This design comes from an exercise in tuning for small area, a short achievable clock period and few clock cycles per item on the open sky130 flow, not from production work. Only simulation tests tie the RTL to the original design; equivalence was not proved.

==> exp/harbor <==
## part4_mac
module part4_mac(clk, reset, a, b, f, valid_in, valid_out);
==> flow/config.mk <==
export PLATFORM = sky130hd
export DESIGN_NAME = part4_mac
export DESIGN_NICKNAME = part4_mac
export VERILOG_FILES = /design/flow/design.v
export SDC_FILE = /design/flow/constraint.sdc
export NUM_CORES = 4
export LEC_CHECK = 0
export CAP_MARGIN = 20
export CORE_MARGIN = 2
export CORE_UTILIZATION = 65
export CTS_BUF_LIST = sky130_fd_sc_hd__clkbuf_4 sky130_fd_sc_hd__clkbuf_8
export GPL_ROUTABILITY_DRIVEN = 0
export PLACE_DENSITY = 0.75
export SETUP_SLACK_MARGIN = 3.2
export SLEW_MARGIN = 20
export TNS_END_PERCENT = 10
==> flow/constraint.sdc <==
create_clock -name core_clock -period 6.0 [get_ports {clk}]
set_input_delay 1.2000 -clock core_clock [delete_from_list [all_inputs] [get_ports {clk}]]
set_output_delay 1.2000 -clock core_clock [all_outputs]
set_load 0.01 [all_outputs]
standard.sh (not shown) runs the stock make flow with config.mk's settings and CLKGATE_MAP_FILE= SYNTH_SCRIPT=/design/flow/synth_recipe.tcl, a recipe that flattens the netlist after the stock synthesis.
==> flow/flow/run.sh <==
#!/bin/bash
# The standard layout, with two changes:
#  - one extra step between synthesis and floorplan: flow/bubble.py removes
#    the inverters that Yosys's full-adder extraction leaves around full
#    adders (a full adder is self-dual, so it can work on complemented inputs
#    and give complemented outputs instead). Registers and the logic
#    function are unchanged.
#  - the I/O ports are buffered with buf_2 cells instead of the default
#    delay-buffer cells.
set -uo pipefail
R=$PWD/orfs/results/sky130hd/part4_mac/base
P='BUFFER_PORTS_ARGS=-buffer_cell sky130_fd_sc_hd__buf_2'
bash standard.sh "$P" synth > synth.log 2>&1 || exit 1
cp "$R/1_2_yosys.v" 1_2_yosys_standard.v
python3 flow/bubble.py 1_2_yosys_standard.v "$R/1_2_yosys.v" > bubble.log 2>&1 || exit 1
touch "$R/1_2_yosys.v"
bash standard.sh "$P" finish > standard.log 2>&1
Other scripts of this flow, unchanged in this note and not shown: flow/flow/bubble.py
==> inputs of exp/pepper, as changes to exp/harbor <==
--- a/flow/config.mk
+++ b/flow/config.mk
@@ -13,3 +13,3 @@
 export PLACE_DENSITY = 0.75
-export SETUP_SLACK_MARGIN = 3.2
+export SETUP_SLACK_MARGIN = 3.0
 export SLEW_MARGIN = 20
==> impl_metrics.prom <==
# TYPE chip_impl_metric gauge
chip_impl_info{name="result_of_the_run",value="timing/DRC/antenna clean"} 1
chip_impl_metric{name="clockPowerShare",unit=""} 0.129
chip_impl_metric{name="relSlewSlack",unit=""} 0.416
chip_impl_metric{name="grt_util_met3",unit=""} 0.0747
chip_impl_metric{name="max_fo_critical_path",unit=""} 10
chip_impl_metric{name="seq_power_share",unit=""} 0.248
chip_impl_metric{name="drt-met1-wl",unit="um"} 8200
chip_impl_metric{name="placedInstanceArea",unit="um2"} 8720
chip_impl_metric{name="total_power",unit="W"} 0.00548
chip_impl_metric{name="final-clk-cell-share",unit=""} 0.0399
chip_impl_metric{name="met1_usage",unit=""} 0.413
The numbers above come from exp/harbor.

==> impl_metrics.prom <==
# TYPE chip_impl_metric gauge
chip_impl_info{name="result_of_the_run",value="timing/DRC/antenna clean"} 1
chip_impl_metric{name="grt_util_met3",unit=""} 0.0855
chip_impl_metric{name="seq_power_share",unit=""} 0.234
chip_impl_metric{name="drt-met1-wl",unit="um"} 8660
chip_impl_metric{name="relSlewSlack",unit=""} 0.407
chip_impl_metric{name="total_power",unit="W"} 0.00575
chip_impl_metric{name="max_fo_critical_path",unit=""} 13
The numbers above come from exp/pepper.

Testbench counts of exp/harbor, summed over its fixed seeds: cycles 4,824, items 4,800.
Testbench counts of exp/pepper, summed over its fixed seeds: cycles 4,824, items 4,800.

[separate check: timing with driven ports]
In the flow no input, the clock included, has a driving cell. The finished layouts below were timed again as built, in two steps.
Step 1 assumes that a clkbuf_16 drives the clock port and a buf_2 every other input.
Step 2, shift: input delay + t, output delay - t, t = (earliest + latest rising clock arrival at the registers) / 2. This alone moves slack from input paths to output paths.
a / b / c = ideal / step 1 / step 2; a / b = the first two.
| run | shift t [ns] | slack for setup (ns) | worst slew at a driven data input, ns |
|---|---|---|---|
| exp/harbor | 0.482 | 2.722 / 2.722 / 2.722 | 0.03 |
| exp/pepper | 0.489 | 2.832 / 2.832 / 2.832 | 0.03 |
After both steps setup and hold are still met in every run listed.
